Background: an optimization exercise with open tools, aiming at small area, a short achievable clock period and few clock cycles per item. Do not read the settings as production practice. Only simulation tests tie the RTL to the original design; equivalence was not proved. No activity file was given, so power comes from the tool's default toggle rates.

==> flow/design.v <==
module qoi_compressor (
    input  wire        rstn,
    input  wire        clk,
    output reg         ctrl_ready,
    input  wire        ctrl_start,
    input  wire [15:0] ctrl_width,
    input  wire [15:0] ctrl_height,
    output reg         i_tready,
    input  wire        i_tvalid,
    input  wire        i_tlast,
    input  wire [ 7:0] i_R, i_G, i_B,
    input  wire        o_tready,
    output reg         o_tvalid,
    output reg         o_tlast,
    output reg  [ 3:0] o_tkeep,
    output reg  [31:0] o_tdata
);
localparam [1:0] K_PIX = 2'd0, K_H0 = 2'd1, K_H1 = 2'd2, K_H2 = 2'd3;
localparam [1:0] S_IDLE = 2'd0, S_H1 = 2'd1, S_H2 = 2'd2, S_PIX = 2'd3;
reg  [ 1:0] state;
reg         first_pend;           
reg         I_v, I_first, I_last;
reg  [ 1:0] I_k;
reg  [23:0] I_px;                 
reg         A_v, A_first, A_last;
reg  [ 1:0] A_k;
reg  [23:0] A_px;
reg  [ 5:0] A_h;
reg  [63:0] A_sel;                  
reg  [ 7:0] A_dR, A_dG, A_dB;
reg         S_v;                  
wire        out_ok = ~S_v;
reg  A_pix;                      
wire A_hold = A_pix & ~A_last;
wire A_lpix = A_pix & A_last;    
wire adv    = out_ok & (I_v | ~A_hold);
wire I_cons = adv & ~A_lpix;
wire I_free = ~I_v | (out_ok & ~A_lpix);         
wire take = i_tvalid & i_tready;
wire inj  = (state == S_H1 || state == S_H2) & I_free;
wire hs   = ctrl_start & ctrl_ready;   
wire [15:0] ww = {ctrl_width[15:1],  ctrl_width[0]  | (ctrl_width  == 16'd0)};
wire [15:0] hh = {ctrl_height[15:1], ctrl_height[0] | (ctrl_height == 16'd0)};
reg  [1:0] state_n;
always @* begin
    state_n = state;
    case (state)
        S_IDLE: if (hs) state_n = S_H1;
        S_H1:   if (I_free) state_n = S_H2;
        S_H2:   if (I_free) state_n = S_PIX;
        default: if (take & i_tlast) state_n = S_IDLE;
    endcase
end
wire I_v_n = take | inj | hs | (I_v & ~I_cons);
wire A_lpix_n = adv ? (I_v & ~A_lpix & (I_k == K_PIX) & I_last) : A_lpix;
wire        W_v;
wire        W_last;
wire [ 3:0] W_keep;
wire [31:0] W_data;
wire push  = adv & W_v;
wire o_cons = o_tvalid & o_tready;
wire S_v_n = S_v ? ~o_tready : (o_tvalid & ~o_tready & push);
always @(posedge clk or negedge rstn)
    if (~rstn) begin
        state      <= S_IDLE;
        ctrl_ready <= 1'b0;
        i_tready   <= 1'b0;
        I_v        <= 1'b0;
        S_v        <= 1'b0;
    end else begin
        state      <= state_n;
        ctrl_ready <= ctrl_ready_n;
        i_tready   <= i_tready_n;
        I_v        <= I_v_n;
        S_v        <= S_v_n;
    end
wire ctrl_ready_n = (state_n == S_IDLE) & (~I_v_n | (~S_v_n & ~A_lpix_n));
wire i_tready_n   = (state_n == S_PIX) & (~I_v_n | ~S_v_n);
reg  I_ldp, I_ldh;
always @(posedge clk) begin
    I_ldp <= i_tready_n;
    I_ldh <= ctrl_ready_n;
end
always @(posedge clk) begin
    if (inj) first_pend <= 1'b1;
    else if (take) first_pend <= 1'b0;
end
reg  [5:0] I_hs, I_hc;
wire [5:0] o1 = i_R[5:0], o2 = {i_R[4:0], 1'b0}, o3 = i_G[5:0];
wire [5:0] o4 = {i_G[3:0], 2'b0}, o5 = {i_B[2:0], 3'b0}, o6 = ~i_B[5:0];
wire [5:0] s1 = o1 ^ o2 ^ o3, c1 = {(o1[4:0] & o2[4:0]) | (o1[4:0] & o3[4:0]) | (o2[4:0] & o3[4:0]), 1'b0};
wire [5:0] s2 = o4 ^ o5 ^ o6, c2 = {(o4[4:0] & o5[4:0]) | (o4[4:0] & o6[4:0]) | (o5[4:0] & o6[4:0]), 1'b0};
wire [5:0] s3 = s1 ^ c1 ^ s2, c3 = {(s1[4:0] & c1[4:0]) | (s1[4:0] & s2[4:0]) | (c1[4:0] & s2[4:0]), 1'b0};
wire [5:0] s4 = s3 ^ c3 ^ c2, c4 = {(s3[4:0] & c3[4:0]) | (s3[4:0] & c2[4:0]) | (c3[4:0] & c2[4:0]), 1'b0};
always @(posedge clk)
    if (I_ldp) begin
        I_hs <= s4;
        I_hc <= c4;
    end
reg  [7:0] I_hh;
always @(posedge clk)
    if (I_ldh) I_hh <= hh[15:8];
always @(posedge clk)
    if (I_ldp) begin
        I_k     <= K_PIX;
        I_first <= first_pend;
        I_last  <= i_tlast;
        I_px    <= {i_R, i_G, i_B};
    end else if (I_ldh) begin
        I_k     <= K_H0;
        I_px    <= {hh[7:0], ww};
    end else if (inj) begin
        if (state == S_H1) I_k <= K_H1;
        else begin
            I_k  <= K_H2;
            I_px <= {8'hxx, I_hh, I_px[23:16]};
        end
    end
wire [7:0] iR = I_px[23:16], iG = I_px[15:8], iB = I_px[7:0];
wire [5:0] hash = I_hs + I_hc + 6'd54;
always @(posedge clk or negedge rstn)
    if (~rstn) begin
        A_v   <= 1'b0;
        A_pix <= 1'b0;
    end else if (adv) begin
        A_v   <= I_v & ~A_lpix;
        A_pix <= I_v & ~A_lpix & (I_k == K_PIX);
    end
always @(posedge clk)
    if (adv) begin
        A_k     <= I_k;
        A_first <= I_first;
        A_last  <= I_last;
        A_px    <= I_px;
        A_h     <= hash;
        A_sel   <= 64'd1 << hash;
        A_dR    <= iR - A_px[23:16];
        A_dG    <= iG - A_px[15: 8];
        A_dB    <= iB - A_px[ 7: 0];
    end
wire A_same = ~|{A_dR, A_dG, A_dB};
reg  [17:0] tab_d [0:63];
reg  [63:0] tab_v;
wire        A_clr = A_v & (A_k == K_H0);
wire [17:0] A_key = {A_px[23:22], A_px[15:0]};
genvar gi;
generate
    for (gi = 0; gi < 64; gi = gi + 1) begin : g_tab
        always @(posedge clk) begin
            if (adv & A_pix & A_sel[gi]) tab_d[gi] <= A_key;
            if (adv & A_clr) tab_v[gi] <= 1'b0;
            else if (adv & A_pix & A_sel[gi]) tab_v[gi] <= 1'b1;
        end
    end
endgenerate
reg  [18:0] rd0, rd1;
integer ri;
always @* begin
    rd0 = 19'd0;
    rd1 = 19'd0;
    for (ri = 0; ri < 32; ri = ri + 1) begin
        rd0 = rd0 | ({19{A_sel[ri]}}      & {tab_v[ri],      tab_d[ri]});
        rd1 = rd1 | ({19{A_sel[ri + 32]}} & {tab_v[ri + 32], tab_d[ri + 32]});
    end
end
reg         B_v, B_first, B_last, B_run;
reg  [ 1:0] B_k;
reg  [23:0] B_px;
reg  [ 5:0] B_h, B_q;             
reg  [18:0] B_rd0, B_rd1;
reg         B_diff, B_luma;
reg  [ 5:0] B_dcode;
reg  [13:0] B_lcode;
wire A_run = A_pix & A_same & ~A_first & ~(B_run & (B_q == 6'd61));
function eq5;    
    input [4:0] a, b, k;
    reg   [4:0] c;
    begin
        c = {(a[3:0] & b[3:0]) | ((a[3:0] | b[3:0]) & ~k[3:0]), 1'b0};
        eq5 = ((a ^ b ^ k) == c);
    end
endfunction
function small8;    
    input [7:0] a, g;
    reg   [3:0] lo;
    begin
        lo = {1'b0, a[2:0]} + {1'b0, ~g[2:0]} + 4'd1;
        small8 = lo[3] ? (eq5(a[7:3], ~g[7:3], 5'd31) | eq5(a[7:3], ~g[7:3], 5'd30))
                       : (eq5(a[7:3], ~g[7:3], 5'd0)  | eq5(a[7:3], ~g[7:3], 5'd31));
    end
endfunction
wire [3:0] xR = A_dR[3:0] - A_dG[3:0], xB = A_dB[3:0] - A_dG[3:0];
wire diff_ok = (&A_dR[7:1] | ~|A_dR[7:1]) & (&A_dG[7:1] | ~|A_dG[7:1]) & (&A_dB[7:1] | ~|A_dB[7:1]);
wire luma_ok = (&A_dG[7:5] | ~|A_dG[7:5]) & small8(A_dR, A_dG) & small8(A_dB, A_dG);
always @(posedge clk or negedge rstn)
    if (~rstn) B_v <= 1'b0;
    else if (adv) B_v <= A_v;
always @(posedge clk)
    if (adv) begin
        B_k     <= A_k;
        B_first <= A_first;
        B_last  <= A_last;
        B_px    <= A_px;
        B_h     <= A_h;
        B_rd0   <= rd0;
        B_rd1   <= rd1;
        B_run   <= A_run;
        B_q     <= B_run ? B_q + 6'd1 : 6'd0;
        B_diff  <= diff_ok;
        B_dcode <= {~A_dR[1], A_dR[0], ~A_dG[1], A_dG[0], ~A_dB[1], A_dB[0]};    
        B_luma  <= luma_ok;
        B_lcode <= {~xR[3], xR[2:0], ~xB[3], xB[2:0], ~A_dG[5], A_dG[4:0]};       
    end
reg         C_v, C_last, C_h2;
reg  [ 2:0] C_n;
reg  [31:0] C_bytes;
wire B_pix   = B_v & (B_k == K_PIX);
wire B_m0 = B_rd0[18] & (B_rd0[17:0] == {B_px[23:22], B_px[15:0]});
wire B_m1 = B_rd1[18] & (B_rd1[17:0] == {B_px[23:22], B_px[15:0]});
wire B_match = B_h[5] ? B_m1 : B_m0;
always @(posedge clk or negedge rstn)
    if (~rstn) C_v <= 1'b0;
    else if (adv) C_v <= B_v;
always @(posedge clk)
    if (adv) begin
        C_last <= B_pix & B_last;
        C_h2   <= B_v & (B_k == K_H2);
        if (~B_v) begin
            C_n     <= 3'd0;
            C_bytes <= 32'hx;
        end else if (B_pix & B_run) begin
            C_n     <= (A_run & ~B_last) ? 3'd0 : 3'd1;
            C_bytes <= {24'hx, 2'b11, B_q};
        end else if (B_pix & ~B_first & B_match) begin
            C_n     <= 3'd1;
            C_bytes <= {24'hx, 2'b00, B_h};
        end else if (B_pix & ~B_first & B_diff) begin
            C_n     <= 3'd1;
            C_bytes <= {24'hx, 2'b01, B_dcode};
        end else if (B_pix & ~B_first & B_luma) begin
            C_n     <= 3'd2;
            C_bytes <= {16'hx, B_lcode[13:6], 2'b10, B_lcode[5:0]};
        end else begin
            C_n     <= 3'd4;
            C_bytes <= (B_k == K_H0)  ? 32'h66_69_6F_71 :                           
                       (B_k == K_PIX) ? {B_px[7:0], B_px[15:8], B_px[23:16], 8'hFE} :
                                        {B_px[7:0], B_px[15:8], 16'h0};              
        end
    end
reg  [ 1:0] P_cnt;
reg  [23:0] P_rem;
reg         P_flush;
wire [ 3:0] tot = {2'b0, P_cnt} + {1'b0, C_n};
reg  [55:0] merged;
always @*
    case (P_cnt)
        2'd0: merged = {24'hx, C_bytes};
        2'd1: merged = {16'hx, C_bytes, P_rem[7:0]};
        2'd2: merged = { 8'hx, C_bytes, P_rem[15:0]};
        default: merged = {C_bytes, P_rem};
    endcase
wire cv = C_v;
assign W_v    = P_flush | (cv & (tot[2] | C_last));
assign W_last = P_flush | (C_last & ~tot[3] & ~(tot[2] & |tot[1:0]));
wire [2:0] kcnt = P_flush ? {1'b0, P_cnt} : (C_last & ~tot[2]) ? tot[2:0] : 3'd4;
assign W_keep = (kcnt == 3'd1) ? 4'b0001 : (kcnt == 3'd2) ? 4'b0011 : (kcnt == 3'd3) ? 4'b0111 : 4'b1111;
assign W_data = P_flush ? {8'hx, P_rem} : merged[31:0];
always @(posedge clk or negedge rstn)
    if (~rstn) begin
        P_cnt   <= 2'd0;
        P_flush <= 1'b0;
    end else if (adv) begin
        if (P_flush) begin
            P_cnt   <= 2'd0;
            P_flush <= 1'b0;
        end else if (cv & C_h2) begin
            P_cnt   <= 2'd2;
        end else if (cv & C_last) begin
            P_cnt   <= (tot > 4'd4) ? tot[1:0] : 2'd0;
            P_flush <= (tot > 4'd4);
        end else if (cv) begin
            P_cnt   <= tot[1:0];
        end
    end
always @(posedge clk)
    if (adv & ~P_flush & cv) begin
        if (C_h2)        P_rem <= 24'h00_03;         
        else if (tot[2]) P_rem <= merged[55:32];
        else             P_rem <= merged[23:0];
    end
reg        S_last;
reg [ 3:0] S_keep;
reg [31:0] S_data;
always @(posedge clk or negedge rstn)
    if (~rstn) o_tvalid <= 1'b0;
    else if (~o_tvalid | o_tready) o_tvalid <= S_v | push;
always @(posedge clk) begin
    if (~o_tvalid | o_tready) begin
        if (S_v) begin
            o_tlast <= S_last; o_tkeep <= S_keep; o_tdata <= S_data;
        end else begin
            o_tlast <= W_last; o_tkeep <= W_keep; o_tdata <= W_data;
        end
    end
    if (~S_v) begin
        S_last <= W_last; S_keep <= W_keep; S_data <= W_data;
    end
end
endmodule
==> flow/run.sh <==
#!/bin/bash
# synth_recipe.tcl (not shown) runs the flow's synth.tcl, then flattens the netlist and writes it again
# the make line also repeats each setting of config.mk as NAME=value (left out here)
make -C /OpenROAD-flow-scripts/flow DESIGN_CONFIG=/design/flow/config.mk WORK_HOME=/design/flow/orfs CLKGATE_MAP_FILE= SYNTH_SCRIPT=/design/flow/synth_recipe.tcl finish
==> flow/config.mk <==
export PLATFORM = sky130hd
export DESIGN_NAME = qoi_compressor
export DESIGN_NICKNAME = qoi_compressor
export VERILOG_FILES = /design/flow/design.v
export SDC_FILE = /design/flow/constraint.sdc
export NUM_CORES = 4
export LEC_CHECK = 0
export CAP_MARGIN = 20
export CORE_MARGIN = 2
export CORE_UTILIZATION = 40
export SETUP_SLACK_MARGIN = 2.6
export SLEW_MARGIN = 20
==> flow/constraint.sdc <==
create_clock -name core_clock -period 5.0 [get_ports {clk}]
set_input_delay 1.0000 -clock core_clock [delete_from_list [all_inputs] [get_ports {clk}]]
set_output_delay 1.0000 -clock core_clock [all_outputs]
set_load 0.01 [all_outputs]
==> impl_metrics.toml, run 1 <==
[yosys]
yosys_warnings = 2
synth_cell_types = 68
synth_top_cell_area_share = 0.7334
synth_area_per_cell_sq_um = 16.19
yosys_most_used_dff = "edfxtp_1"
yosys-top-cells-area = "edfxtp_1 (73%), a22oi_1 (5.5%), dfxtp_1 (3.4%)"
ys_seq_area_frac = 0.7732
yosysTopAreaCell = "edfxtp_1"
netlist_instances = 3835
async_flop_share = 0.008557
synth_fp_nets = 3978
syn-cell-area_sq_um = 62080
synth-seq-cells = 1636
synth_edf_count = 1516

[floorplan]
die_w_um = 397.9
start_util = 0.4030
die_h_um = 397.9
coreArea_sq_um = 154000
dieArea_sq_um = 158400
ios = 102
core.rowCount = 144

[setup_path]
path_class = "reg2reg"
rrSetupSlack_ps = 2540
cp_top_family = "simple AND/OR/NAND/NOR gates"
slowest_stage = "or4_1"
crit_buf_inv = 1
critical_path.max_stage_delay_ps = 670
worstPathCellList = "buf_4, a22o_1, a221oi_2, nand3_2, or4_1"
required_ps = 5480
startpoint_type = "flip-flop"
reg2reg_depth = 5
arrival_ps = 2950
cp-end-kind = "flip-flop"
path_depth = 5
crit_fanout = 20

[placement]
portBuffers = 101
hpwl_um = 110000
place_congestion = 0.8604
placed_area_sq_um = 66020

[sta]
setup_viol = 0
fin_worst_skew_ps = 38.51
slew_viol_final = 0
setup-tns-final_ps = 0
max_slew.worst_pin.slew_ps = 989.7
finalCriticalPeriod_ps = 2462
grt_setup_unrepaired = "true"
hold_viol = 0
fmax_mhz = 406.1
slew_headroom = 0.3402
timing.final.crit_share = 0.4925

[power_and_ir_drop]
p_leak_uw = 0.02453
p_total_uw = 50700
peakVddDrop_mv = 0.4414
pwr_density_cell_nw_per_um2 = 700.2
power_frac_comb = 0.314
switchingPower_uw = 18120
power.share.sequential = 0.443
p_clk_frac = 0.243
switching_share = 0.3573
internal_power_uw = 32590

[route]
vias = 37433
drt_wl_total_um = 193200
drtIter0Drc = 5587
first_pass_iters = 6
routedWlPerCell_um = 30.78
postRouteAntennaNets = 0
drc = 0
vias_per_cell = 5.963

[global_routing]
grt_overflow_total = 0
grt_pass1_wl_um = 270300
grt_usage = 0.2408
first_global_vias = 35961
antenna_found_initial = 7
grt_start_max_net_pins = 78

[outcome]
status = "no timing/DRC/antenna violations"

[cts]
root_buffer = "clkbuf_16"
cts_tree = "built"
cts-buffers-inserted = 166
clk_path_buf_depth = 3
htree_num_levels = 4
numClockSinks = 1636
clock_latency_ps = 810
hold_buffers = 0
clk_pin_slew_worst_paths_ps = 60

[final_layout]
fin_area_sq_um = 72420
final_common_cell = "edfxtp_1"
num-fill-cells = 13110
final_cell_mix = "edfxtp_1 (1,516), a22oi_1 (456), nor2_1 (293)"
drive_above_1_share = 0.1531
fin_nets = 4248
syn2layout_area_growth_pct = 16.66

[hold_path]
worstHoldPathType = "reg2reg"
hold_depth = 0

[run]
cap_violations = 0
==> cell type report <==
type / count / area (sq um) / area share
Antenna cell: 2 / 5.005 / 0.00006911
Clock buffer: 209 / 4347 / 0.06002
Clock inverter: 86 / 969.7 / 0.01339
Inverter: 97 / 377.9 / 0.005218
Multi-Input combinational cell: 1901 / 13510 / 0.1866
Sequential cell: 1636 / 48010 / 0.6629
Tap cell: 2044 / 2557 / 0.03531
Timing Repair Buffer: 303 / 2644 / 0.03651
==> synth_stat cells (12+ instances only) <==
cell type / count
a22oi_1: 456
o21ai_0: 87
inv_1: 96
fa_1: 19
xnor2_1: 63
a21oi_1: 65
mux2i_1: 52
and3_1: 70
nand3_1: 102
mux2_2: 24
nor4_1: 12
clkbuf_1: 167
xor2_1: 31
nor2_1: 297
ha_1: 62
nand4_1: 91
a22o_1: 83
nor2b_1: 21
a221oi_1: 84
buf_1: 30
edfxtp_1: 1516
nand2_1: 122
or4_1: 41
dfxtp_1: 106
dfrtp_1: 14
==> stage by stage <==
stage,std cells,worst slack [ps],util,hold slack (ps)
6_report,6278,2538,0.4701,417.8
5_1_grt,6276,2520,0.4701,424.9
4_1_cts,6252,2295,0.4669,418.1
3_5_place_dp,5903,1576,0.4286,404.5
3_3_place_gp,5901,1565,0.4284,401.6
2_1_floorplan,3835,2248,-,400.3
==> flip-flops by register name, summed over array words and instances (netlist names), 8 cells and up <==
signal,flops
tab_d,1152
A_sel,64
tab_v,64
C_bytes,32
S_data,32
o_tdata,32
A_px,24
B_px,24
I_px,24
P_rem,24
B_rd0,19
B_rd1,19
B_lcode,14
A_dB,8
A_dG,8
A_dR,8
I_hh,8
==> power by group through the flow <==
stage                     combinational [uW]  sequential (uW)  clock (uW)
after CTS                              15200            22500       12400
final                                  15900            22500       12300
after floorplan                         7560            22900           0
after global routing                   16900            22800       13000
after detailed placement               14400            23000           0
after global placement                 14100            22900           0
==> what timing repair did <==
item                       4_1_cts  5_1_grt
gates cloned                     3        3
resized for setup              251       75
setup buffers                   51       21
pin swaps                       10       18
setup endpoints to repair     1218      420
==> path summary, 6_finish.rpt <==
check / start / endpoint
min in group asynchronous: rstn / P_flush
hold / removal: I_first / A_first
max in group asynchronous: rstn / P_cnt[0]
setup / recovery: A_sel[21] / B_rd0[0]
setup reg to reg: A_sel[21] / B_rd0[0]
hold reg to reg: I_first / A_first
==> worst reg2reg max path: stages (launching register included) <==
cell and delay (ps):
edfxtp_1 380, buf_4 270, a22o_1 320, a221oi_2 260, nand3_2 230, or4_1 680
==> metal layers <==
layer | global-route usage | routed length [um] | up-vias
met2 | 0.3772 | 89670 | 2312
li1 | - | - | 15755
met1 | 0.3299 | 75690 | 19023
met5 | 0 | 23 | -
met3 | 0.06165 | 22250 | 339
met4 | 0.07407 | 5580 | 4
==> cell families (layout without fill, tap and decap cells) <==
logic type	Yosys count	in the layout	synth area share
and+or+nand+nor	805	809	0.06396
buffers and inverters	302	695	0.01862
muxes	76	76	0.01274
other	0	2	0
xor gates and xnor gates	94	94	0.01326
AOI/OAI and AO/OA	841	841	0.09961
DFF	1636	1636	0.7732
adders and majority gates	81	81	0.01862
Testbench counts, summed over its fixed seeds: cycles 48,927, pixels 48,510.
==> run 2, diff against run 1 <==
--- a/flow/config.mk
+++ b/flow/config.mk
@@ -10,3 +10,3 @@
 export CORE_UTILIZATION = 40
-export SETUP_SLACK_MARGIN = 2.6
+export SETUP_SLACK_MARGIN = 2.8
 export SLEW_MARGIN = 20
==> impl_metrics.toml, run 2 <==
[final_layout]
fin_nets = 4415
drive_above_1_share = 0.2438
reg_top3 = "tab_d (1152), A_sel (64), tab_v (64)"
largest_register_ffs = 1152
final_common_cell = "edfxtp_1"
final_cell_mix = "edfxtp_1 (1,516), a22oi_1 (421), nor2_1 (230)"
syn2layout_area_growth_pct = 23.71
top_register = "tab_d"

[route]
routedWlPerCell_um = 32.19
postRouteAntennaNets = 0
vias_per_cell = 6.099
first_pass_iters = 6
vias = 39409
drt_wl_total_um = 208000
drc = 0
drtIter0Drc = 6207

[yosys]
yosys_warnings = 2
yosysTopAreaCell = "edfxtp_1"
synth_fp_nets = 3978
synth-seq-cells = 1636
netlist_instances = 3835
synth_top_cell_area_share = 0.7334
syn-cell-area_sq_um = 62080
synth_area_per_cell_sq_um = 16.19
yosys_most_used_dff = "edfxtp_1"
yosys-top-cells-area = "edfxtp_1 (73%), a22oi_1 (5.5%), dfxtp_1 (3.4%)"
synth.top_cells.by_count = "edfxtp_1 (1,516), a22oi_1 (456), nor2_1 (297), clkbuf_1 (167), nand2_1 (122)"
ys_seq_area_frac = 0.7732
synth.most_common_cell = "edfxtp_1"
synth_cell_types = 68
async_flop_share = 0.008557
synth_edf_count = 1516

[placement]
dp_slack_ps = 1577
place_congestion = 0.8675
portBuffers = 101
hpwl_um = 112800

[global_routing]
first_global_vias = 36566
grt_start_max_net_pins = 81
grt_pass1_wl_um = 279400
grt_usage = 0.2510
grt_overflow_total = 0
antenna_found_initial = 8

[power_and_ir_drop]
peakVddDrop_mv = 0.5622
internal_power_uw = 34440
switching_share = 0.3658
pwr_density_cell_nw_per_um2 = 707.2
switchingPower_uw = 19860
p_total_uw = 54300
power_frac_comb = 0.353
power.share.sequential = 0.416
p_clk_frac = 0.231
p_leak_uw = 0.02629

[floorplan]
die_h_um = 397.9
dieArea_sq_um = 158400
coreArea_sq_um = 154000
start_util = 0.4030
die_w_um = 397.9
core.rowCount = 144
ios = 102

[setup_path]
startpoint_type = "flip-flop"
r2r-end = "A_sel[35]"
required_ps = 5660
arrival_ps = 3090
rrSetupSlack_ps = 2570
crit_start = "I_hs[2]"
cp-end-kind = "flip-flop"
reg2reg_depth = 11
crit_fanout = 4
reg2reg_from = "I_hs[2]"
path_class = "reg2reg"

[cts]
root_buffer = "clkbuf_16"
clk_path_buf_depth = 3
numClockSinks = 1636
htree_num_levels = 4
cts-buffers-inserted = 168
cts_tree = "built"
clock_latency_ps = 820
clk_pin_slew_worst_paths_ps = 60
hold_buffers = 0

[sta]
max_slew.worst_pin.slew_ps = 1014
hold_viol = 0
slew_viol_final = 0
finalCriticalPeriod_ps = 2431
timing.final.crit_share = 0.4861
slew_headroom = 0.3240
setup-tns-final_ps = 0
worst_slack_ps = 2569
fmax_mhz = 411.4
grt_setup_unrepaired = "true"
fin_worst_skew_ps = 37.86
setup_viol = 0

[outcome]
status = "no timing/DRC/antenna violations"

[hold_path]
whs_endpoint = "B_h[5]"
hold_depth = 0
worstHoldPathType = "reg2reg"
min_from = "A_h[5]"

[run]
cap_violations = 0
[run 2: cell counts after synthesis]
Identical to the previous run, type by type.
[run 2: kinds of logic after synthesis]
kind of cell,synth area share
DFF,0.7732
adders and majority gates,0.01862
xor gates and xnor gates,0.01326
muxes,0.01274
and+or+nand+nor,0.06396
buffers and inverters,0.01862
AOI/OAI and AO/OA,0.09961
[run 2: worst max-delay path by stage]
stage / cells past startpoint / to / slack (ps)
floorplan: 4 / I_hs[4] / 2250
global placement: 6 / I_hs[4] / 1570
detailed placement: 6 / I_hs[4] / 1580
CTS: 1 / ctrl_ready / 2560
global route: 11 / A_sel[2] / 2510
finish: 11 / A_sel[35] / 2570
[run 2: layer usage]
layer / routed length (um) / GRT usage
met1: 78610 / 0.3402
met2: 95250 / 0.3926
met3: 25740 / 0.06664
met4: 8388 / 0.08360
met5: 31 / 0
[run 2: final cells by class]
class | count | area, sq um
Fill cell | 12609 | 77260
Sequential cell | 1636 | 48010
Multi-Input combinational cell | 1905 | 15300
Timing Repair Buffer | 464 | 5009
Clock buffer | 242 | 4748
Tap cell | 2044 | 2557
Clock inverter | 70 | 769.5
Inverter | 97 | 385.4
Antenna cell | 4 | 10.01
[run 2: metrics by stage]
step	hold WS (ps)	cells	utilization	area (sq um)
floorplan	400.3	3835	-	62250
global placement	404.0	5912	0.4290	66090
detailed placement	408.3	5912	0.4290	66090
CTS	421.4	6360	0.4823	74300
global route	427.7	6458	0.4984	76780
finish	421.4	6462	0.4985	76790
[run 2: repair_timing]
| action | CTS | global route |
|---|---|---|
| resized for setup | 567 | 328 |
| setup buffers | 120 | 86 |
| setup endpoints to repair | 1338 | 694 |
| pin swaps | 91 | 162 |
| gates cloned | 16 | 12 |
[run 2: power groups by stage]
stage | combinational (uW) | clock [uW] | sequential (uW)
detailed placement | 14400 | 0 | 23100
global placement | 14200 | 0 | 23000
floorplan | 7640 | 0 | 22900
CTS | 17000 | 12600 | 22500
finish | 19200 | 12500 | 22600
global route | 20000 | 13100 | 22900
[run 2: worst max-delay path, cell delays in order, from the launching register on]
cell	delay, ps
edfxtp_1	340
inv_2	50
ha_4	250
inv_2	40
ha_4	150
fa_2	560
buf_4	180
buf_6	110
nor2_4	220
buf_6	140
nand2_4	80
nor2_2	150
==> run 3, diff against run 2 <==
--- a/flow/config.mk
+++ b/flow/config.mk
@@ -10,3 +10,4 @@
 export CORE_UTILIZATION = 40
-export SETUP_SLACK_MARGIN = 2.8
+export PLACE_DENSITY = 0.72
+export SETUP_SLACK_MARGIN = 2.7
 export SLEW_MARGIN = 20
==> impl_metrics.toml, run 3 <==
[power_and_ir_drop]
pwr_density_cell_nw_per_um2 = 700.0
p_leak_uw = 0.02478
peakVddDrop_mv = 0.6044

[sta]
max_slew.worst_pin.slew_ps = 1044
fmax_mhz = 419.3
finalCriticalPeriod_ps = 2385
grt_setup_unrepaired = "true"
hold_viol = 0
setup_viol = 0
fin_worst_skew_ps = 41.31
whs_ps = 421.1
worst_slack_ps = 2615
slew_headroom = 0.3041
timing.final.crit_share = 0.4770
setup-tns-final_ps = 0
slew_viol_final = 0

[yosys]
synth-compound-area-share = 0.09961
synth_top_cell_area_share = 0.7334
netlist_instances = 3835
synth_cell_types = 68
yosys_most_used_dff = "edfxtp_1"
ys_seq_area_frac = 0.7732
synth.most_common_cell = "edfxtp_1"
yosys-top-cells-area = "edfxtp_1 (73%), a22oi_1 (5.5%), dfxtp_1 (3.4%)"
synth-seq-cells = 1636
synth-adder-area-share = 0.01862
synth_mux_area_frac = 0.01274
synth_edf_count = 1516
yosysTopAreaCell = "edfxtp_1"
synth.top_cells.by_count = "edfxtp_1 (1,516), a22oi_1 (456), nor2_1 (297), clkbuf_1 (167), nand2_1 (122)"
yosys_warnings = 2
syn-cell-area_sq_um = 62080
synth_top_family_by_area = "compound AO/OA/AOI/OAI gates"
synthSimpleGateAreaFrac = 0.06396
synth_xor_area_frac = 0.01326
async_flop_share = 0.008557
synth_area_per_cell_sq_um = 16.19
synth_fp_nets = 3978

[setup_path]
crit_fanout = 6
startpoint_type = "flip-flop"
crit_start = "I_hs[2]"
cp-end-kind = "flip-flop"
rrSetupSlack_ps = 2610
endpoint = "A_sel[63]"
r2r-end = "A_sel[63]"
required_ps = 5660
reg2reg_from = "I_hs[2]"
path_class = "reg2reg"
reg2reg_depth = 8
arrival_ps = 3040

[floorplan]
die_w_um = 397.9
core.rowCount = 144
start_util = 0.4030
ios = 102
die_h_um = 397.9
coreArea_sq_um = 154000
dieArea_sq_um = 158400

[route]
drt_wl_total_um = 191400
vias_per_cell = 6.181
postRouteAntennaNets = 0
first_pass_iters = 6
drtIter0Drc = 7965
vias = 39000
drc = 0
routedWlPerCell_um = 30.34

[placement]
place_congestion = 0.9053
dp_slack_ps = 1545
portBuffers = 101
hpwl_um = 106700

[cts]
cts-buffers-inserted = 159
clk_pin_slew_worst_paths_ps = 60
clock_latency_ps = 820
htree_num_levels = 4
hold_buffers = 0
root_buffer = "clkbuf_16"
cts_tree = "built"
numClockSinks = 1636
clk_path_buf_depth = 3

[final_layout]
largest_register_ffs = 1152
fin_nets = 4274
final_cell_mix = "edfxtp_1 (1,516), a22oi_1 (456), nor2_1 (279)"
register_area_sq_um = 48000
final_common_cell = "edfxtp_1"
drive_above_1_share = 0.1698
syn2layout_area_growth_pct = 17.66
top_register = "tab_d"
num-fill-cells = 12572
reg_top3 = "tab_d (1152), A_sel (64), tab_v (64)"
multi_input_area_sq_um = 13860

[global_routing]
grt_usage = 0.2326
first_global_vias = 36811
grt_overflow_total = 0
grt_pass1_wl_um = 263300
antenna_found_initial = 12
grt_start_max_net_pins = 147

[run]
cap_violations = 0

[outcome]
status = "no timing/DRC/antenna violations"

[hold_path]
worstHoldPathType = "reg2reg"
-- run 3: changes by cell type in the layout (fill, tap and decap cells not counted), moves of 30 or more --
cell	previous run	this run
a221oi_1	19	64
a221oi_2	49	16
a22oi_1	421	456
a22oi_2	35	0
and3_4	37	7
buf_12	47	16
buf_6	105	50
nor2_1	230	279
-- run 3: layout make-up --
cell class / count / share of cell area
timing repair buffer: 332 / 0.04265
antenna: 8 / 0.0002741
tap: 2044 / 0.03501
multi-input combinational: 1905 / 0.1898
sequential: 1636 / 0.6572
clock buffer: 210 / 0.05877
clock inverter: 78 / 0.01108
inverter: 97 / 0.005173
-- run 3: logic make-up after synthesis --
logic type / after synthesis
xor+xnor: 94
flops: 1636
simple gates: 805
buf+inv: 302
fa+ha+maj: 81
mux: 76
compound gates: 841
-- run 3: worst min path at each step --
stage                     cells after the start  endpoint  startpoint  slack (ps)
after global placement                        0    B_h[5]      A_h[5]         400
after detailed placement                      0    B_h[2]      A_h[2]         410
after global routing                          0    B_h[0]      A_h[0]         420
after floorplan                               0   A_first     I_first         400
after CTS                                     0    B_h[5]      A_h[5]         410
final                                         0    B_h[0]      A_h[0]         420
-- run 3: through the flow --
stage	util	area (sq um)	instances	total power, uW
2_1_floorplan	-	62210	3835	30450
3_3_place_gp	0.4291	66110	5917	36680
3_5_place_dp	0.4292	66120	5918	37130
4_1_cts	0.4683	72140	6268	49680
5_1_grt	0.4741	73030	6305	52660
6_report	0.4741	73040	6310	51130
-- run 3: layer usage --
| metal | vias to the layer above | wire length, um | GRT usage |
|---|---|---|---|
| li1 | 15801 | - | - |
| met1 | 19223 | 65840 | 0.3013 |
| met2 | 3423 | 87240 | 0.3585 |
| met3 | 549 | 29370 | 0.07437 |
| met4 | 4 | 8939 | 0.1023 |
| met5 | - | 23 | 0.003329 |
-- run 3: critical path: stages (launching register included) --
cell      delay (ps)
edfxtp_1         350
inv_2             50
ha_4             250
inv_2             40
ha_4             160
fa_2             730
nor2b_4          300
nand3_4          190
nor2_2           160
-- run 3: power breakdown --
group / internal [uW] / switching (uW)
logic: 5120 / 11700
clock network: 6580 / 5240
registers: 20800 / 1650
-- run 3: what timing repair did --
action                                   CTS  global route
endpoints found under the hold margin      0             0
buffers inserted                          57            23
cloned                                     5            10
endpoints found under the setup margin  1659           385
resized for setup                        307           139
pin swaps                                 15            48
==> run 4, diff against run 3 <==
--- a/flow/config.mk
+++ b/flow/config.mk
@@ -10,3 +10,2 @@
 export CORE_UTILIZATION = 40
-export PLACE_DENSITY = 0.72
 export SETUP_SLACK_MARGIN = 2.7
==> impl_metrics.toml, run 4 <==
[outcome]
status = "no timing/DRC/antenna violations"

[power_and_ir_drop]
p_leak_uw = 0.02485
peakVddDrop_mv = 0.5617
p_total_uw = 51570
pwr_density_cell_nw_per_um2 = 702.8

[sta]
setup_viol = 0
setup-tns-final_ps = 0
grt_setup_unrepaired = "true"
slew_viol_final = 0
finalCriticalPeriod_ps = 2374
slew_headroom = 0.3510
fin_worst_skew_ps = 49.13
max_slew.worst_pin.slew_ps = 973.5
hold_viol = 0
fmax_mhz = 421.3
timing.final.crit_share = 0.4748

[setup_path]
cp_top_family = "flip-flops"
path_class = "reg2out"
arrival_ps = 1370
crit_fanout = 1
worstPathCellList = "buf_2"
reg2reg_from = "A_sel[2]"
r2r-end = "B_rd0[15]"
startpoint_type = "flip-flop"
critical_path.max_stage_delay_ps = 420
cp-end-kind = "output pin"
crit_buf_inv = 1
rrSetupSlack_ps = 2650
reg2reg_depth = 4
required_ps = 4000
crit_start = "o_tdata[4]"
slowest_stage = "edfxtp_1"

[hold_path]
whs_endpoint = "B_h[5]"
min_from = "A_h[5]"
worstHoldPathType = "reg2reg"
hold_depth = 0

[yosys]
synth_edf_count = 1516
yosys_warnings = 2
yosys_most_used_dff = "edfxtp_1"
synth_area_per_cell_sq_um = 16.19
synth.top_cells.by_count = "edfxtp_1 (1,516), a22oi_1 (456), nor2_1 (297), clkbuf_1 (167), nand2_1 (122)"
synth.most_common_cell = "edfxtp_1"
netlist_instances = 3835
yosysTopAreaCell = "edfxtp_1"
synth-seq-cells = 1636
ys_seq_area_frac = 0.7732
synth_top_cell_area_share = 0.7334
yosys-top-cells-area = "edfxtp_1 (73%), a22oi_1 (5.5%), dfxtp_1 (3.4%)"
synth_fp_nets = 3978
syn-cell-area_sq_um = 62080
synth_cell_types = 68
async_flop_share = 0.008557

[cts]
cts_tree = "built"
clk_path_buf_depth = 3
cts-buffers-inserted = 166
clk_pin_slew_worst_paths_ps = 60
htree_num_levels = 4
clock_latency_ps = 820
numClockSinks = 1636
root_buffer = "clkbuf_16"

[final_layout]
fin_nets = 4260
top_register = "tab_d"
num-fill-cells = 12954
final_common_cell = "edfxtp_1"
drive_above_1_share = 0.1767
final_cell_mix = "edfxtp_1 (1,516), a22oi_1 (455), nor2_1 (285)"
reg_top3 = "tab_d (1152), A_sel (64), tab_v (64)"
post-route-util = 0.4763
largest_register_ffs = 1152
syn2layout_area_growth_pct = 18.20

[global_routing]
grt_usage = 0.2435
grt_overflow_total = 0
grt_start_max_net_pins = 80
first_global_vias = 36127
grt_pass1_wl_um = 273100
antenna_found_initial = 7

[floorplan]
coreArea_sq_um = 154000
core.rowCount = 144
start_util = 0.4030
die_w_um = 397.9
die_h_um = 397.9
dieArea_sq_um = 158400
ios = 102

[route]
first_pass_iters = 6
routedWlPerCell_um = 31.31
vias_per_cell = 6.023
drc = 0
drtIter0Drc = 5988
drt_wl_total_um = 197500
vias = 37990
postRouteAntennaNets = 0

[placement]
hpwl_um = 109600
place_congestion = 0.8389
portBuffers = 101

[run]
cap_violations = 0
run 4: changes by cell type in the layout (fill, tap and decap cells not counted), sizes merged, moves of 2 or more:
cell | before | now
clkdlybuf4s15 | 4 | 1
clkinvlp | 10 | 8
clkbuf | 216 | 205
dlygate4sd2 | 7 | 11
bufinv | 9 | 15
buf | 265 | 248
clkinv | 50 | 75
run 4: area by class of cell:
class | count | area [sq um] | area share
diodes | 7 | 17.52 | 0.0002387
clock buffers | 201 | 4459 | 0.06078
clock inverters | 107 | 1020 | 0.01390
inverters | 97 | 380.4 | 0.005184
multi-input cells | 1902 | 14010 | 0.1910
flip-flops and latches | 1636 | 48010 | 0.6543
well taps | 2044 | 2557 | 0.03486
repair buffers | 314 | 2920 | 0.03980
run 4: cell families after synthesis:
family,count (synthesis),synth area share
compound gates,841,0.09961
fa+ha+maj,81,0.01862
xor+xnor,94,0.01326
simple gates,805,0.06396
mux,76,0.01274
flops,1636,0.7732
buf+inv,302,0.01862
run 4: worst register-to-register path, stage by stage (launching register included):
cell	delay, ps
edfxtp_1	360
buf_4	290
a22oi_1	260
nand4_1	390
or4_4	750
run 4: worst max-delay path by stage:
stage                  end  slack (ps)  cells after the start
6_report        o_tdata[4]        2630                      1
5_1_grt        o_tdata[17]        2580                      1
4_1_cts        o_tdata[18]        2350                      1
3_5_place_dp       I_hs[3]        1580                      6
3_3_place_gp       I_hs[3]        1580                      6
2_1_floorplan      I_hs[4]        2250                      4
run 4: repair_timing:
action / 4_1_cts / 5_1_grt
resized for setup: 337 / 139
setup endpoints to repair: 1610 / 538
buffers inserted: 59 / 24
gates cloned: 3 / 6
hold endpoints to repair: 0 / 0
pin swaps: 22 / 45
hold buffers: 0 / 0
run 4: routing by layer:
layer	track usage	vias to the layer above	part of all wire
met1	0.3326	19469	0.39
met4	0.07325	0	0.031
met5	0.0006053	-	0
met3	0.06284	347	0.11
met2	0.3830	2343	0.46
li1	-	15831	-
run 4: through the flow:
| step | worst slack (ps) | instance area (sq um) | hold slack [ps] | cells |
|---|---|---|---|---|
| finish | 2626 | 73370 | 421.8 | 6308 |
| floorplan | 2248 | 62210 | 400.3 | 3835 |
| CTS | 2349 | 72500 | 423.5 | 6271 |
| detailed placement | 1582 | 66020 | 405.4 | 5901 |
| global route | 2585 | 73360 | 429.7 | 6301 |
| global placement | 1578 | 65990 | 405.2 | 5900 |
run 4: where the power goes:
part	internal [uW]	switching (uW)	total [uW]	leakage [uW]
clock network	7160	5350	12500	0.00268
registers	20800	1660	22500	0.0153
logic	4990	11600	16600	0.00692
total	33000	18600	51600	0.0248
==> run 5, diff against run 4 <==
--- a/flow/config.mk
+++ b/flow/config.mk
@@ -10,2 +10,4 @@
 export CORE_UTILIZATION = 40
+export CTS_CLUSTER_DIAMETER = 75
+export CTS_CLUSTER_SIZE = 26
 export SETUP_SLACK_MARGIN = 2.7
==> impl_metrics.toml, run 5 <==
[sta]
max_slew.worst_pin.slew_ps = 991.2
slew_viol_final = 0
fin_worst_skew_ps = 61.59
worst_slack_ps = 2648
grt_setup_unrepaired = "true"
setup_viol = 0
timing.final.crit_share = 0.4703
whs_ps = 428.1
finalCriticalPeriod_ps = 2352
setup-tns-final_ps = 0
fmax_mhz = 425.2
hold_viol = 0
slew_headroom = 0.3392

[final_layout]
num-fill-cells = 13119
top_register = "tab_d"
final_common_cell = "edfxtp_1"
register_area_sq_um = 48010
syn2layout_area_growth_pct = 15.01
reg_top3 = "tab_d (1152), A_sel (64), tab_v (64)"
final_cell_mix = "edfxtp_1 (1,516), a22oi_1 (455), nor2_1 (280)"
largest_register_ffs = 1152
fin_nets = 4210
multi_input_area_sq_um = 14030
drive_above_1_share = 0.1669
finalNonFillerCells = 6186

[global_routing]
antenna_found_initial = 6
grt_overflow_total = 0
grt_usage = 0.2409
grt_pass1_wl_um = 270700
first_global_vias = 35437
grt_start_max_net_pins = 80

[yosys]
synth_cell_types = 68
ys_seq_area_frac = 0.7732
yosys_warnings = 2
syn-cell-area_sq_um = 62080
synth_top_family_by_area = "compound AO/OA/AOI/OAI gates"
synth.most_common_cell = "edfxtp_1"
synth_area_per_cell_sq_um = 16.19
netlist_instances = 3835
synth_top_cell_area_share = 0.7334
yosysTopAreaCell = "edfxtp_1"
synth_mux_area_frac = 0.01274
synth_edf_count = 1516
synthSimpleGateAreaFrac = 0.06396
synth_xor_area_frac = 0.01326
synth-seq-cells = 1636
yosys_most_used_dff = "edfxtp_1"
synth.top_cells.by_count = "edfxtp_1 (1,516), a22oi_1 (456), nor2_1 (297), clkbuf_1 (167), nand2_1 (122)"
synth_fp_nets = 3978
async_flop_share = 0.008557
synth-compound-area-share = 0.09961
yosys-top-cells-area = "edfxtp_1 (73%), a22oi_1 (5.5%), dfxtp_1 (3.4%)"
synth-adder-area-share = 0.01862

[cts]
cts-buffers-inserted = 91
numClockSinks = 1636
htree_num_levels = 3
cts_tree = "built"
clk_pin_slew_worst_paths_ps = 100
clk_path_buf_depth = 3
root_buffer = "clkbuf_16"
hold_buffers = 0
clock_latency_ps = 770

[outcome]
status = "no timing/DRC/antenna violations"

[power_and_ir_drop]
p_leak_uw = 0.02388
peakVddDrop_mv = 0.4480
pwr_density_cell_nw_per_um2 = 673.0

[floorplan]
die_h_um = 397.9
ios = 102
coreArea_sq_um = 154000
start_util = 0.4030
die_w_um = 397.9
dieArea_sq_um = 158400
core.rowCount = 144

[setup_path]
required_ps = 5500
worstPathCellList = "buf_6, a22oi_1, nand4_1, or4_4"
cp-end-kind = "flip-flop"
cp_top_family = "simple AND/OR/NAND/NOR gates"
crit_buf_inv = 1
slowest_stage = "edfxtp_1"
r2r-end = "B_rd1[18]"
rrSetupSlack_ps = 2650
reg2reg_from = "A_sel[61]"
arrival_ps = 2850
startpoint_type = "flip-flop"
endpoint = "B_rd1[18]"
crit_fanout = 11
crit_start = "A_sel[61]"
critical_path.max_stage_delay_ps = 750
reg2reg_depth = 4
path_depth = 4
path_class = "reg2reg"

[placement]
post-place-cells = 5901
hpwl_um = 109600
dp_slack_ps = 1582
portBuffers = 101
place_congestion = 0.8389

[route]
first_pass_iters = 6
routedWlPerCell_um = 31.56
drc = 0
drt_wl_total_um = 195200
vias_per_cell = 6.037
drtIter0Drc = 6306
vias = 37347
postRouteAntennaNets = 0

[hold_path]
worstHoldPathType = "reg2reg"

[run]
cap_violations = 0
-- run 5: how the worst min path moves through the flow --
stage,cells after the start,slack (ps),end,start
finish,0,430,B_h[2],A_h[2]
global route,0,440,B_h[4],A_h[4]
CTS,0,430,B_h[2],A_h[2]
detailed placement,0,410,B_h[2],A_h[2]
global placement,0,410,B_h[0],A_h[0]
floorplan,0,400,A_first,I_first
-- run 5: final cells by class --
type / count / share of cell area
Sequential cell: 1636 / 0.6724
Multi-Input combinational cell: 1905 / 0.1965
Timing Repair Buffer: 336 / 0.04455
Tap cell: 2044 / 0.03582
Clock buffer: 105 / 0.03333
Clock inverter: 62 / 0.01199
Inverter: 97 / 0.005328
Antenna cell: 1 / 0.00003505
-- run 5: per-stage QoR --
step / total power, uW / utilization / cell area (sq um)
floorplan: 30450 / - / 62210
global placement: 37080 / 0.4284 / 65990
detailed placement: 37420 / 0.4286 / 66020
CTS: 47100 / 0.4570 / 70390
global route: 49820 / 0.4634 / 71390
finish: 48050 / 0.4635 / 71390
-- run 5: cell families (layout without fill, tap and decap cells) --
| group | count (synthesis) | after routing |
|---|---|---|
| flip-flops | 1636 | 1636 |
| AO/OA/AOI/OAI | 841 | 842 |
| AND/OR/NAND/NOR | 805 | 812 |
| buffers and inverters | 302 | 600 |
| XOR/XNOR | 94 | 94 |
| adder cells (fa/ha/maj) | 81 | 81 |
| multiplexers | 76 | 76 |
| other | 0 | 1 |
-- run 5: metal layers --
metal | track usage | vias up | share of wire
met5 | 0.006053 | - | 0.00069
met4 | 0.06913 | 4 | 0.030
met3 | 0.05547 | 299 | 0.12
met2 | 0.3796 | 2267 | 0.46
met1 | 0.3336 | 19138 | 0.39
li1 | - | 15639 | -
-- run 5: power breakdown --
group          total, uW  internal, uW  switching [uW]  leakage (uW)
logic              16700          5110           11600       0.00707
registers          22500         20800            1670        0.0153
clock network       8880          3990            4900       0.00156
-- run 5: what timing repair did --
item | in CTS | in global routing
pin swaps | 22 | 65
hold endpoints to repair | 0 | 0
setup buffers | 64 | 41
endpoints found under the setup margin | 1633 | 472
cloned | 6 | 6
gates resized for setup | 357 | 142
==> run 6, diff against run 5 <==
--- a/flow/config.mk
+++ b/flow/config.mk
@@ -10,4 +10,4 @@
 export CORE_UTILIZATION = 40
-export CTS_CLUSTER_DIAMETER = 75
-export CTS_CLUSTER_SIZE = 26
+export CTS_CLUSTER_DIAMETER = 70
+export CTS_CLUSTER_SIZE = 20
 export SETUP_SLACK_MARGIN = 2.7
==> impl_metrics.toml, run 6 <==
[final_layout]
drive_above_1_share = 0.1668
final_common_cell = "edfxtp_1"
largest_register_ffs = 1152
reg_top3 = "tab_d (1152), A_sel (64), tab_v (64)"
fin_nets = 4212
post-route-util = 0.4632
finalNonFillerCells = 6190
top_register = "tab_d"
num-fill-cells = 13130
final_cell_mix = "edfxtp_1 (1,516), a22oi_1 (455), nor2_1 (264)"
syn2layout_area_growth_pct = 14.95

[global_routing]
antenna_found_initial = 7
first_global_vias = 35439
grt_pass1_wl_um = 270500
grt_start_max_net_pins = 80
grt_overflow_total = 0
grt_usage = 0.2406

[route]
top_layer = "met4"
drtIter0Drc = 5839
wl_met1_um = 76800
wl_met2_um = 90310
routedWlPerCell_um = 31.57
vias_per_cell = 6.053
postRouteAntennaNets = 0
vias = 37465
drc = 0
drt_wl_total_um = 195400
first_pass_iters = 6
met3_length_um = 22500

[run]
cap_violations = 0

[setup_path]
rrSetupSlack_ps = 2630
cp-end-kind = "flip-flop"
crit_fanout = 5
startpoint_type = "flip-flop"
arrival_ps = 2840
required_ps = 5470
reg2reg_from = "A_sel[37]"
path_class = "reg2reg"
crit_start = "A_sel[37]"

[yosys]
synth_edf_count = 1516
synth_mux_area_frac = 0.01274
ys_seq_area_frac = 0.7732
synth.most_common_cell = "edfxtp_1"
synth-adder-area-share = 0.01862
yosys_warnings = 2
synthSimpleGateAreaFrac = 0.06396
yosysTopAreaCell = "edfxtp_1"
synth_cell_types = 68
async_flop_share = 0.008557
netlist_instances = 3835
synth.top_cells.by_count = "edfxtp_1 (1,516), a22oi_1 (456), nor2_1 (297), clkbuf_1 (167), nand2_1 (122)"
yosys_most_used_dff = "edfxtp_1"
synth_fp_nets = 3978
synth_area_per_cell_sq_um = 16.19
synth-compound-area-share = 0.09961
synth-seq-cells = 1636
synth_top_cell_area_share = 0.7334
synth_top_family_by_area = "compound AO/OA/AOI/OAI gates"
yosys-top-cells-area = "edfxtp_1 (73%), a22oi_1 (5.5%), dfxtp_1 (3.4%)"
synth_xor_area_frac = 0.01326
syn-cell-area_sq_um = 62080

[placement]
portBuffers = 101
hpwl_um = 109600
place_congestion = 0.8389
post-place-cells = 5901
dp_slack_ps = 1582

[cts]
htree_num_levels = 3
cts-buffers-inserted = 99
cts_tree = "built"
numClockSinks = 1636
root_buffer = "clkbuf_16"
clk_path_buf_depth = 3
clock_latency_ps = 760
clk_pin_slew_worst_paths_ps = 80

[sta]
hold_viol = 0
slew_viol_final = 0
grt_setup_unrepaired = "true"
finalCriticalPeriod_ps = 2366
setup_viol = 0
fin_worst_skew_ps = 47.04
max_slew.worst_pin.slew_ps = 1006
setup-tns-final_ps = 0
worst_slack_ps = 2634
slew_headroom = 0.3295
timing.final.crit_share = 0.4731
fmax_mhz = 422.7

[hold_path]
min_from = "A_h[2]"
worstHoldPathType = "reg2reg"

[power_and_ir_drop]
p_leak_uw = 0.02374
p_total_uw = 47960
pwr_density_cell_nw_per_um2 = 672.2
peakVddDrop_mv = 0.4130

[outcome]
status = "no timing/DRC/antenna violations"

[floorplan]
die_h_um = 397.9
coreArea_sq_um = 154000
die_w_um = 397.9
ios = 102
dieArea_sq_um = 158400
core.rowCount = 144
start_util = 0.4030
==> run 6: final timing paths <==
check / endpoint / cells after the start
setup / recovery: B_rd1[1] / 5
hold / removal: B_h[2] / 0
setup reg to reg: B_rd1[1] / 5
hold reg to reg: B_h[2] / 0
max in group asynchronous: P_cnt[0] / 1
min in group asynchronous: S_v / 1
==> run 6: timing repair <==
item	4_1_cts	5_1_grt
pin swaps	22	64
gates cloned	3	6
setup buffers	61	41
resized for setup	352	187
hold buffers	0	0
endpoints found under the setup margin	1614	487
==> run 6: critical path: stages (launching register included) <==
cell,delay (ps)
edfxtp_1,510
buf_6,210
buf_4,180
a22oi_1,230
nand4_1,340
or4_4,610
==> run 6: final cells by class <==
type                    count  area (sq um)  area share
multi-input cells        1902         14190      0.1989
clock buffers             141          2708     0.03795
inverters                  97         377.9    0.005296
well taps                2044          2557     0.03584
repair buffers            333          3112     0.04361
clock inverters            33         389.1    0.005453
diodes                      4         10.01   0.0001403
flip-flops and latches   1636         48010      0.6728
==> run 6: routing by layer <==
layer	vias to the layer above	track usage
met4	0	0.07231
met3	325	0.05952
met2	2276	0.3763
met5	-	0
met1	19239	0.3322
li1	15625	-
==> run 6: kinds of logic after synthesis <==
family | count (synthesis)
DFF | 1636
buffers and inverters | 302
xor gates and xnor gates | 94
AOI/OAI and AO/OA | 841
adders and majority gates | 81
muxes | 76
and+or+nand+nor | 805
==> run 6: per-stage QoR <==
stage,hold WS [ps],cell area [sq um]
final,425.6,71350
after detailed placement,405.4,66020
after global placement,405.2,65990
after floorplan,400.3,62210
after CTS,424.3,70150
after global routing,437.8,71340
==> run 6: power breakdown <==
group          internal, uW  leakage [uW]  switching [uW]
clock network          4020       0.00149            4620
logic                  5160       0.00700           11700
registers             20800        0.0153            1680
==> run 7, diff against run 6 <==
--- a/flow/config.mk
+++ b/flow/config.mk
@@ -7,2 +7,3 @@
 export LEC_CHECK = 0
+export ABC_AREA = 1
 export CAP_MARGIN = 20
@@ -11,3 +12,3 @@
 export CTS_CLUSTER_DIAMETER = 70
-export CTS_CLUSTER_SIZE = 20
+export CTS_CLUSTER_SIZE = 16
 export SETUP_SLACK_MARGIN = 2.7
==> impl_metrics.toml, run 7 <==
[global_routing]
antenna_found_initial = 5
grt_pass1_wl_um = 254900
grt_start_max_net_pins = 81
grt_overflow_total = 0
grt_usage = 0.2115
first_global_vias = 37858

[yosys]
synth.top_cells.by_count = "edfxtp_1 (1,516), nand2_1 (1,206), inv_1 (351), nor2_1 (245), nand3_1 (204)"
yosys_most_used_dff = "edfxtp_1"
synth_cell_types = 57
synth_fp_nets = 4952
yosysTopAreaCell = "edfxtp_1"
async_flop_share = 0.008557
netlist_instances = 4809
yosys_warnings = 2
yosys-top-cells-area = "edfxtp_1 (71%), nand2_1 (7.1%), dfxtp_1 (3.3%)"
synth_edf_count = 1516
synth-seq-cells = 1636
synth.most_common_cell = "edfxtp_1"
ys_seq_area_frac = 0.7525
synth_area_per_cell_sq_um = 13.26
synth_top_cell_area_share = 0.7138
syn-cell-area_sq_um = 63780

[setup_path]
crit_buf_inv = 2
rrSetupSlack_ps = 2640
cp_top_family = "simple AND/OR/NAND/NOR gates"
startpoint_type = "flip-flop"
crit_path_frequent_cell = "nand2_1"
arrival_ps = 2860
path_class = "reg2reg"
critical_path.max_stage_delay_ps = 400
required_ps = 5500
slowest_stage = "edfxtp_1"
worstPathCellList = "ha_2, fa_2, or2_4, nand2_4, buf_12, clkinvlp_4, nor2_2, nand3_1, o21ai_2, nand2_1, nand2_2, nand2_1"
crit_fanout = 3
cp-end-kind = "flip-flop"

[cts]
clk_pin_slew_worst_paths_ps = 80
clk_path_buf_depth = 3
clock_latency_ps = 780
root_buffer = "clkbuf_16"
cts_tree = "built"
cts-buffers-inserted = 117
hold_buffers = 0
numClockSinks = 1636
htree_num_levels = 3

[power_and_ir_drop]
pwr_density_cell_nw_per_um2 = 623.0
power_frac_comb = 0.344
peakVddDrop_mv = 0.3899
switching_share = 0.3717
switchingPower_uw = 17310
p_clk_frac = 0.198
power.share.sequential = 0.458
p_leak_uw = 0.02610
internal_power_uw = 29270

[sta]
fmax_mhz = 424.1
hold_viol = 0
max_slew.worst_pin.slew_ps = 1135
fin_worst_skew_ps = 41.92
grt_setup_unrepaired = "true"
slew_viol_final = 0
setup-tns-final_ps = 0
slew_headroom = 0.2427
timing.final.crit_share = 0.4716
finalCriticalPeriod_ps = 2358
setup_viol = 0
worst_slack_ps = 2642

[final_layout]
final_cell_mix = "edfxtp_1 (1,516), nand2_1 (1,195), inv_1 (305)"
top_register = "tab_d"
drive_above_1_share = 0.1448
syn2layout_area_growth_pct = 17.23
register_area_sq_um = 48000
final_common_cell = "edfxtp_1"
fin_area_sq_um = 74770
post-route-util = 0.4721
multi_input_area_sq_um = 14780
fin_nets = 5297
num-fill-cells = 13626
largest_register_ffs = 1152
reg_top3 = "tab_d (1152), A_sel (64), tab_v (64)"

[floorplan]
die_h_um = 403.3
coreArea_sq_um = 158400
dieArea_sq_um = 162700
ios = 102
start_util = 0.4027
core.rowCount = 146
die_w_um = 403.3

[route]
vias_per_cell = 5.410
postRouteAntennaNets = 0
drt_wl_total_um = 176200
drc = 0
drtIter0Drc = 4834
vias = 39663
first_pass_iters = 6
routedWlPerCell_um = 24.04

[hold_path]
worstHoldPathType = "reg2reg"

[placement]
place_congestion = 0.8735
portBuffers = 101
placed_area_sq_um = 67660
hpwl_um = 105000
dp_slack_ps = 1499

[outcome]
status = "no timing/DRC/antenna violations"

[run]
cap_violations = 0
[run 7: cell count changes in the layout (fill, tap and decap cells not counted), sizes merged, moves of 62 or more]
cell,previous run,this run
a21oi,65,194
a22oi,456,4
and3,70,0
buf,267,350
clkbuf,148,210
inv,103,335
nand2,125,1215
nand3,103,206
[run 7: logic make-up (layout without fill, tap and decap cells)]
family	after synthesis	after routing	share of synthesized area
simple gates	1894	1895	0.1248
flops	1636	1636	0.7525
compound gates	590	590	0.06346
buf+inv	553	1000	0.03343
fa+ha+maj	81	81	0.01813
xor+xnor	55	55	0.007670
other cells	0	2	0
[run 7: what timing repair did]
action	CTS	global route
gates cloned	9	9
setup buffers	143	42
resized for setup	395	167
pin swaps	37	56
endpoints found under the setup margin	1549	666
[run 7: layout make-up]
class | instances | area share
tap | 2072 | 0.03467
multi-input combinational | 2621 | 0.1977
clock inverter | 18 | 0.003313
antenna | 2 | 0.00006694
timing repair inverter | 6 | 0.0005355
inverter | 360 | 0.02072
timing repair buffer | 412 | 0.05708
sequential | 1636 | 0.6420
clock buffer | 204 | 0.04395
[run 7: final timing paths]
| check | startpoint | endpoint | depth (start not counted) |
|---|---|---|---|
| min in group asynchronous | rstn | P_flush | 1 |
| hold reg to reg | I_first | A_first | 0 |
| hold / removal | I_first | A_first | 0 |
| setup reg to reg | C_n[0] | o_tkeep[1] | 12 |
| max in group asynchronous | rstn | P_cnt[1] | 1 |
| setup / recovery | C_n[0] | o_tkeep[1] | 12 |
[run 7: layer usage]
layer,vias to the layer above,part of all wire,global-route usage
met5,-,0,0
met4,0,0.024,0.05690
met3,206,0.082,0.03236
met2,1555,0.47,0.3422
met1,19896,0.42,0.2984
li1,18006,-,-
[run 7: power groups by stage]
stage                     sequential, uW  combinational (uW)  clock [uW]
final                              21300               16000        9230
after floorplan                    21700                7210           0
after detailed placement           21900               13400           0
after global placement             21900               13200           0
after CTS                          21300               15000        9370
after global routing               21600               17200        9870
[run 7: metrics by stage]
step	power (uW)	cells	hold WS [ps]
2_1_floorplan	28950	4809	400.3
3_3_place_gp	35120	6903	404.9
3_5_place_dp	35310	6904	408.6
4_1_cts	45690	7278	433.1
5_1_grt	48630	7329	443.7
6_report	46580	7331	430.2
==> run 8, diff against run 7 <==
--- a/flow/config.mk
+++ b/flow/config.mk
@@ -7,6 +7,5 @@
 export LEC_CHECK = 0
-export ABC_AREA = 1
 export CAP_MARGIN = 20
 export CORE_MARGIN = 2
-export CORE_UTILIZATION = 40
+export CORE_UTILIZATION = 45
 export CTS_CLUSTER_DIAMETER = 70
==> impl_metrics.toml, run 8 <==
[sta]
finalCriticalPeriod_ps = 2416
fin_worst_skew_ps = 71.10
setup_viol = 0
timing.final.crit_share = 0.4833
worst_slack_ps = 2584
whs_ps = 419.8
grt_setup_unrepaired = "true"
hold_viol = 0
slew_headroom = 0.3099
max_slew.worst_pin.slew_ps = 1035
setup-tns-final_ps = 0
fmax_mhz = 413.8
slew_viol_final = 0

[placement]
dp_slack_ps = 1589
portBuffers = 101
hpwl_um = 116400
placed_area_sq_um = 65820
place_congestion = 0.8791

[setup_path]
reg2reg_depth = 6
crit_fanout = 1
rrSetupSlack_ps = 2590
path_class = "reg2out"
crit_buf_inv = 1
cp-end-kind = "output pin"
cp_top_family = "flip-flops"
arrival_ps = 1420
startpoint_type = "flip-flop"
worstPathCellList = "buf_6"
slowest_stage = "edfxtp_1"
required_ps = 4000
critical_path.max_stage_delay_ps = 470
reg2reg_from = "A_sel[23]"
r2r-end = "B_rd0[10]"

[final_layout]
top_register = "tab_d"
final_cell_mix = "edfxtp_1 (1,516), a22oi_1 (444), nor2_1 (265)"
largest_register_ffs = 1152
reg_top3 = "tab_d (1152), A_sel (64), tab_v (64)"
num-fill-cells = 11103
fin_area_sq_um = 72390
syn2layout_area_growth_pct = 16.62
final_common_cell = "edfxtp_1"
fin_nets = 4278
drive_above_1_share = 0.1883

[floorplan]
die_w_um = 375.4
ios = 102
dieArea_sq_um = 140900
core.rowCount = 136
die_h_um = 375.4
coreArea_sq_um = 137200
start_util = 0.4526

[route]
routedWlPerCell_um = 33.23
drtIter0Drc = 6226
vias = 38242
postRouteAntennaNets = 0
first_pass_iters = 6
drc = 0
vias_per_cell = 6.342
drt_wl_total_um = 200300

[yosys]
syn-cell-area_sq_um = 62080
synth.top_cells.by_count = "edfxtp_1 (1,516), a22oi_1 (456), nor2_1 (297), clkbuf_1 (167), nand2_1 (122)"
netlist_instances = 3835
synth_area_per_cell_sq_um = 16.19
yosys_most_used_dff = "edfxtp_1"
yosysTopAreaCell = "edfxtp_1"
synth_edf_count = 1516
yosys-top-cells-area = "edfxtp_1 (73%), a22oi_1 (5.5%), dfxtp_1 (3.4%)"
synth_cell_types = 68
ys_seq_area_frac = 0.7732
synth-seq-cells = 1636
synth_top_cell_area_share = 0.7334
async_flop_share = 0.008557
synth.most_common_cell = "edfxtp_1"
yosys_warnings = 2
synth_fp_nets = 3978

[cts]
clk_path_buf_depth = 3
numClockSinks = 1636
clk_pin_slew_worst_paths_ps = 70
cts_tree = "built"
clock_latency_ps = 810
root_buffer = "clkbuf_16"
htree_num_levels = 3
cts-buffers-inserted = 119

[hold_path]
hold_depth = 0
min_from = "A_h[3]"
worstHoldPathType = "reg2reg"
whs_endpoint = "B_h[3]"

[power_and_ir_drop]
pwr_density_cell_nw_per_um2 = 685.0
p_total_uw = 49590
peakVddDrop_mv = 0.4627
p_leak_uw = 0.02453

[global_routing]
grt_start_max_net_pins = 81
gr-usage-met3 = 0.05700
grt_pass1_wl_um = 278000
first_global_vias = 36127
antenna_found_initial = 9
grt_overflow_total = 0
grtUsageMet2 = 0.4346
grt_usage = 0.2790
grt_busiest_layer = "met2"
grt_use_met1 = 0.3932

[outcome]
status = "no timing/DRC/antenna violations"

[run]
cap_violations = 0
==> run 8: how the worst max path moves through the flow <==
stage          cells past startpoint     endpoint   startpoint  slack (ps)
6_report                           1  o_tdata[23]  o_tdata[23]        2580
5_1_grt                            1  o_tdata[23]  o_tdata[23]        2540
4_1_cts                            1  o_tdata[23]  o_tdata[23]        2500
3_5_place_dp                       6      I_hs[4]       i_B[1]        1590
3_3_place_gp                       6      I_hs[3]       i_R[1]        1580
2_1_floorplan                      4      I_hs[4]       i_B[4]        2250
==> run 8: final cells by class <==
type                            instances  area, sq um  area share
Sequential cell                      1636        48000      0.6631
Tap cell                             1794         2245     0.03101
Antenna cell                            3        7.507   0.0001037
Clock inverter                         23        275.3    0.003802
Inverter                               97        380.4    0.005254
Timing Repair Buffer                  377         3585     0.04952
Multi-Input combinational cell       1904        14580      0.2014
Clock buffer                          196         3318     0.04584
==> run 8: layer usage <==
metal,up-vias,share of wire
met5,-,0.00015
met4,6,0.036
met3,370,0.12
met2,2576,0.46
met1,19497,0.39
li1,15793,-
==> run 8: logic make-up (layout without fill, tap and decap cells) <==
group,Yosys count,count (layout),synth area share
other,0,3,0
AND/OR/NAND/NOR,805,811,0.06396
flip-flops,1636,1636,0.7732
adder cells (fa/ha/maj),81,81,0.01862
buffers and inverters,302,693,0.01862
AO/OA/AOI/OAI,841,842,0.09961
XOR/XNOR,94,94,0.01326
multiplexers,76,76,0.01274
==> run 8: power by group <==
part / internal, uW / total, uW / switching (uW)
sequential: 20800 / 22600 / 1740
clock: 4590 / 9380 / 4790
combinational: 5420 / 17600 / 12200
total: 30800 / 49600 / 18800
==> run 8: repair_timing <==
item,CTS,global route
endpoints found under the setup margin,1177,750
hold buffers,0,0
resized for setup,422,203
gates cloned,13,4
pin swaps,46,70
setup buffers,90,27
endpoints found under the hold margin,0,0
==> run 8: stage by stage <==
step | util | instances
2_1_floorplan | - | 3835
3_3_place_gp | 0.4798 | 5674
3_5_place_dp | 0.4799 | 5674
4_1_cts | 0.5199 | 5996
5_1_grt | 0.5278 | 6027
6_report | 0.5278 | 6030

==> what the ideal ports hide <==
Ports are ideal in the flow. The routed layouts listed here were re-timed in OpenROAD. Step 1, drivers: a clkbuf_16 drives clk and a buf_2 each remaining input, both assumed. Step 2, shift: input delay + t, output delay - t, t = (earliest + latest rising clock arrival at the registers) / 2. This alone moves slack from input paths to output paths. Slacks: ideal ports / drivers / drivers and shift; pairs: ideal ports / drivers.
run | t (ns) | slack for setup (ns) | hold slack, ns
run 1 | 0.867 | 2.538 / 2.509 / 1.839 | 0.418 / 0.418 / 0.418
run 2 | 0.882 | 2.569 / 2.547 / 2.006 | 0.421 / 0.421 / 0.421
run 3 | 0.879 | 2.615 / 2.551 / 1.898 | 0.421 / 0.421 / 0.421
run 4 | 0.883 | 2.626 / 2.538 / 1.881 | 0.422 / 0.422 / 0.422
run 5 | 0.827 | 2.648 / 2.564 / 1.937 | 0.428 / 0.428 / 0.428
run 6 | 0.824 | 2.634 / 2.585 / 1.923 | 0.426 / 0.426 / 0.426
run 7 | 0.830 | 2.642 / 2.618 / 1.933 | 0.430 / 0.430 / 0.430
run 8 | 0.851 | 2.584 / 2.506 / 1.942 | 0.420 / 0.420 / 0.420
After both steps setup and hold are still met in every run listed. The setup slack of run 4, which loses most, moves by -0.088 ns with the drivers and by -0.745 ns with both steps.
